Context: an optimization exercise on an open-source flow, tuned for small area. The choices shown serve that exercise and are no tape-out recipe. The RTL was checked by simulation tests, not by an equivalence proof against the original design. The flow treats the clock pin as an ideal source, which a real chip does not have. Power is estimated from default activity; no workload was simulated.

Setup of job 4624:
==> flow/design.v (excerpt) <==
module motor_pwm #(parameter SIZE=16)(
                    iCLK, iENABLE,
                    iPERIOD, iDEADBAND,
                    iDUTY_A, iDUTY_B, iDUTY_C,
                    oPAD_AP, oPAD_AN,
                    oPAD_BP, oPAD_BN,
                    oPAD_CP, oPAD_CN );
clock: 25.0 ns
lec_check: 0
cap_margin: 20
core_margin: 2
core_utilization: 65
cts_buf_list: sky130_fd_sc_hd__clkbuf_4
cts_cluster_diameter: 50
cts_cluster_size: 20
slew_margin: 20
standard.sh (not shown) runs the stock make flow with config.mk's settings and CLKGATE_MAP_FILE= SYNTH_SCRIPT=/design/flow/synth_recipe.tcl, a recipe that flattens the netlist after the stock synthesis.
==> flow/flow/run.sh <==
#!/bin/bash
# Standard ORFS layout (the standard.sh, standard synthesis unchanged), with the
# port buffers inserted as the smallest buffer cell and no dummy clock loads in CTS.
set -euo pipefail
BP="-buffer_cell sky130_fd_sc_hd__buf_1"
CTS="-sink_clustering_enable -repair_clock_nets -buf_list sky130_fd_sc_hd__clkbuf_4 -sink_clustering_size 30 -sink_clustering_max_diameter 60 -dont_use_dummy_load"
export BUFFER_PORTS_ARGS="$BP" CTS_ARGS="$CTS"
bash standard.sh "BUFFER_PORTS_ARGS=$BP" "CTS_ARGS=$CTS" finish > standard_make.log 2>&1
Edits applied to the flow inputs when going from job 4624 to job 2174:
- CORE_UTILIZATION now 78, was 65
- CTS_CLUSTER_SIZE no longer set, was 20
- CTS_CLUSTER_DIAMETER no longer set, was 50
- CELL_PAD_IN_SITES_GLOBAL_PLACEMENT now 0, previously not set
- CELL_PAD_IN_SITES_DETAIL_PLACEMENT now 0, previously not set
--- a/flow/flow/run.sh
+++ b/flow/flow/run.sh
@@ -5,3 +5,3 @@
 BP="-buffer_cell sky130_fd_sc_hd__buf_1"
-CTS="-sink_clustering_enable -repair_clock_nets -buf_list sky130_fd_sc_hd__clkbuf_4 -sink_clustering_size 30 -sink_clustering_max_diameter 60 -dont_use_dummy_load"
+CTS="-sink_clustering_enable -repair_clock_nets -buf_list sky130_fd_sc_hd__clkbuf_4 -sink_clustering_size 20 -sink_clustering_max_diameter 50 -dont_use_dummy_load"
 export BUFFER_PORTS_ARGS="$BP" CTS_ARGS="$CTS"
[summary]
Job 2174 ended with more setup skew after layout than job 4624. Job 2174 against job 4624: switching power picked up an extra 0.65%, internal power has increased, total power increased by 5.3 µW relative to the old numbers, maximum number of pins on one net before global-route repair shows a reduction of 16. Job 2174 vs. job 4624: setup slack shrank by 0.041 ns; per-cell via count in the routed design grew by 0.41.

---

## before
The RTL this note starts from:
==> flow/design.v <==
module motor_pwm_phase #(parameter SIZE=16)(
                        iCLK, iENABLE, iLOAD, iFIRST,
                        iPERIOD, iPERIOD_N, iDUTY,
                        iCOUNTER, iCOUNTER_DB,
                        oPAD_P, oPAD_N );
  input iCLK, iENABLE, iLOAD, iFIRST;
  input [SIZE-1:0] iPERIOD, iPERIOD_N, iDUTY, iCOUNTER, iCOUNTER_DB;
  output oPAD_P, oPAD_N;
  reg [SIZE-1:0] duty_q;
  wire [SIZE-1:0] duty_d = iLOAD ? iDUTY : duty_q;
  wire [SIZE-1:0] duty_n = ~duty_d;
  always @( posedge iCLK )
    duty_q <= duty_d;
  wire [SIZE:0] dc, sc;
  wire [SIZE-1:0] ndif, sum;
  assign dc[0] = 1'b1;
  assign sc[0] = 1'b1;
  genvar i;
  generate
    for (i = 0; i < SIZE; i = i + 1) begin : g_add
      assign ndif[i] = ~(iPERIOD[i] ^ duty_n[i] ^ dc[i]);
      assign dc[i+1] = (iPERIOD[i] & duty_n[i]) | (dc[i] & (iPERIOD[i] ^ duty_n[i]));
      assign sum[i]  = ~(iPERIOD_N[i] ^ duty_n[i] ^ sc[i]);
      assign sc[i+1] = (iPERIOD_N[i] & duty_n[i]) | (sc[i] & (iPERIOD_N[i] ^ duty_n[i]));
    end
  endgenerate
  wire [SIZE-1:0] A = {1'b0, ~ndif[SIZE-1:1]};
  wire [SIZE-1:0] C = {~sc[SIZE] ^ ~dc[SIZE], sum[SIZE-1:1]};
  wire eqA = (iCOUNTER    == A);
  wire eqB = (iCOUNTER_DB == A);
  wire eqC = (iCOUNTER    == C);
  wire eqD = (iCOUNTER_DB == C);
  reg geC, geD;
  wire gtC = ~iLOAD & geC;
  wire gtD = ~iLOAD & geD;
  wire geC_d = gtC | eqC;
  wire geD_d = gtD | eqD;
  always @( posedge iCLK ) begin
    geC <= geC_d;
    geD <= geD_d;
  end
  reg pad_p, pad_n;
  wire ltA_d = (iLOAD | pad_n) & ~eqA;
  wire ltB_d = (iLOAD | ~pad_p) & ~eqB;
  always @( negedge iCLK or negedge iENABLE )
  begin
    if( !iENABLE ) begin
      pad_p <= 0;
      pad_n <= 1;
    end else begin
      pad_n <= iFIRST | ltA_d | gtD;
      pad_p <= ~iFIRST & ~ltB_d & ~gtC;
    end
  end
  assign oPAD_P = pad_p;
  assign oPAD_N = pad_n;
endmodule
module motor_pwm #(parameter SIZE=16)(
                    iCLK, iENABLE,
                    iPERIOD, iDEADBAND,
                    iDUTY_A, iDUTY_B, iDUTY_C,
                    oPAD_AP, oPAD_AN,
                    oPAD_BP, oPAD_BN,
                    oPAD_CP, oPAD_CN );
  input iCLK, iENABLE;
  input [SIZE-1:0] iPERIOD, iDEADBAND;
  input [SIZE-1:0] iDUTY_A, iDUTY_B, iDUTY_C;
  output oPAD_AP, oPAD_AN;
  output oPAD_BP, oPAD_BN;
  output oPAD_CP, oPAD_CN;
  reg [SIZE-1:0] counter;
  reg first;
  reg load;
  reg [SIZE-1:0] period_q;
  wire [SIZE-1:0] period_d = load ? iPERIOD : period_q;
  reg [SIZE-1:0] cdb_q;
  wire [SIZE-1:0] cdb_m = load ? ~iDEADBAND : cdb_q;
  wire [SIZE:0] dc;
  wire [SIZE-1:0] cdb;
  assign dc[0] = 1'b1;
  wire [SIZE:0] lt;
  assign lt[0] = 1'b0;
  genvar i;
  generate
    for (i = 0; i < SIZE; i = i + 1) begin : g_cmp
      assign lt[i+1] = iPERIOD[i] ? (~counter[i] | lt[i]) : (~counter[i] & lt[i]);
    end
  endgenerate
  wire wrap = first | ~lt[SIZE];
  wire [SIZE:0] ic;
  wire [SIZE-1:0] inc;
  assign ic[0] = 1'b1;
  generate
    for (i = 0; i < SIZE; i = i + 1) begin : g_inc
      assign inc[i]  = counter[i] ^ ic[i];
      assign ic[i+1] = counter[i] & ic[i];
    end
  endgenerate
  always @( posedge iCLK or negedge iENABLE )
    if( !iENABLE ) first <= 1'b1;
    else           first <= 1'b0;
  generate
    for (i = 0; i < SIZE; i = i + 1) begin : g_cdb
      assign cdb[i]  = cdb_m[i] ^ dc[i];
      assign dc[i+1] = cdb_m[i] & dc[i];
    end
  endgenerate
  always @( posedge iCLK ) begin
    counter  <= wrap ? {SIZE{1'b0}} : inc;
    load     <= wrap;
    period_q <= period_d;
    cdb_q    <= cdb;
  end
  wire [SIZE-1:0] period_n = ~period_d;
  motor_pwm_phase phaseA ( iCLK, iENABLE, load, first, period_d, period_n, iDUTY_A,
                           counter, cdb, oPAD_AP, oPAD_AN );
  motor_pwm_phase phaseB ( iCLK, iENABLE, load, first, period_d, period_n, iDUTY_B,
                           counter, cdb, oPAD_BP, oPAD_BN );
  motor_pwm_phase phaseC ( iCLK, iENABLE, load, first, period_d, period_n, iDUTY_C,
                           counter, cdb, oPAD_CP, oPAD_CN );
endmodule
Settings: LEC_CHECK=0, CAP_MARGIN=20, CORE_MARGIN=2, CORE_UTILIZATION=78, CTS_BUF_LIST=sky130_fd_sc_hd__clkbuf_4, SLEW_MARGIN=20, SYNTH_HIERARCHICAL=1; clock period 25.0 ns.
==> flow/flow/run.sh <==
#!/bin/bash
# Standard ORFS layout (the standard.sh, standard synthesis unchanged), with the
# port buffers inserted as the smallest buffer cell and no dummy clock loads in CTS.
set -euo pipefail
BP="-buffer_cell sky130_fd_sc_hd__buf_1"
CTS="-sink_clustering_enable -repair_clock_nets -buf_list sky130_fd_sc_hd__clkbuf_8 -sink_clustering_size 20 -sink_clustering_max_diameter 50 -dont_use_dummy_load"
export BUFFER_PORTS_ARGS="$BP" CTS_ARGS="$CTS"
bash standard.sh "BUFFER_PORTS_ARGS=$BP" "CTS_ARGS=$CTS" finish > standard_make.log 2>&1
Input-level comparison between after and before:
==> flow/flow/run.sh <==
#!/bin/bash
# Standard ORFS layout (the standard.sh, standard synthesis unchanged), with the
# port buffers inserted as the smallest buffer cell, no dummy clock loads in CTS, and
# the clock buffers that drive many flip-flops upsized after CTS.
set -euo pipefail
BP="-buffer_cell sky130_fd_sc_hd__buf_1"
CTS="-sink_clustering_enable -repair_clock_nets -buf_list sky130_fd_sc_hd__clkbuf_4 -sink_clustering_size 20 -sink_clustering_max_diameter 50 -dont_use_dummy_load"
FIX="$(pwd)/flow/cts_fix.tcl"
export BUFFER_PORTS_ARGS="$BP" CTS_ARGS="$CTS" POST_CTS_TCL="$FIX"
bash standard.sh "BUFFER_PORTS_ARGS=$BP" "CTS_ARGS=$CTS" "POST_CTS_TCL=$FIX" finish > standard_make.log 2>&1
==> flow/flow/cts_fix.tcl (new file) <==
foreach inst [get_cells *] {
  if { [get_property $inst ref_name] != "sky130_fd_sc_hd__clkbuf_4" } { continue }
  set out [get_pins -of_objects $inst -filter "direction == output"]
  set loads [get_pins -of_objects [get_nets -of_objects $out] -filter "direction == input"]
  if { [llength $loads] > 10 } {
    puts "cts_fix: [get_property $inst full_name] drives [llength $loads] pins, upsized"
    replace_cell $inst sky130_fd_sc_hd__clkbuf_8
  }
}
detailed_placement
check_placement -verbose
==> comparison <==
Every run in the comparison, after and before, completed the flow with a clean layout. Summary — clock network power share, after relative to before: lower, by 0.3 points. after against before: global-route usage increased by 0.19 points relative to the old numbers, final sequential cell count closely matched the old numbers, cell area after layout decreased by 1.0% relative to the old numbers.
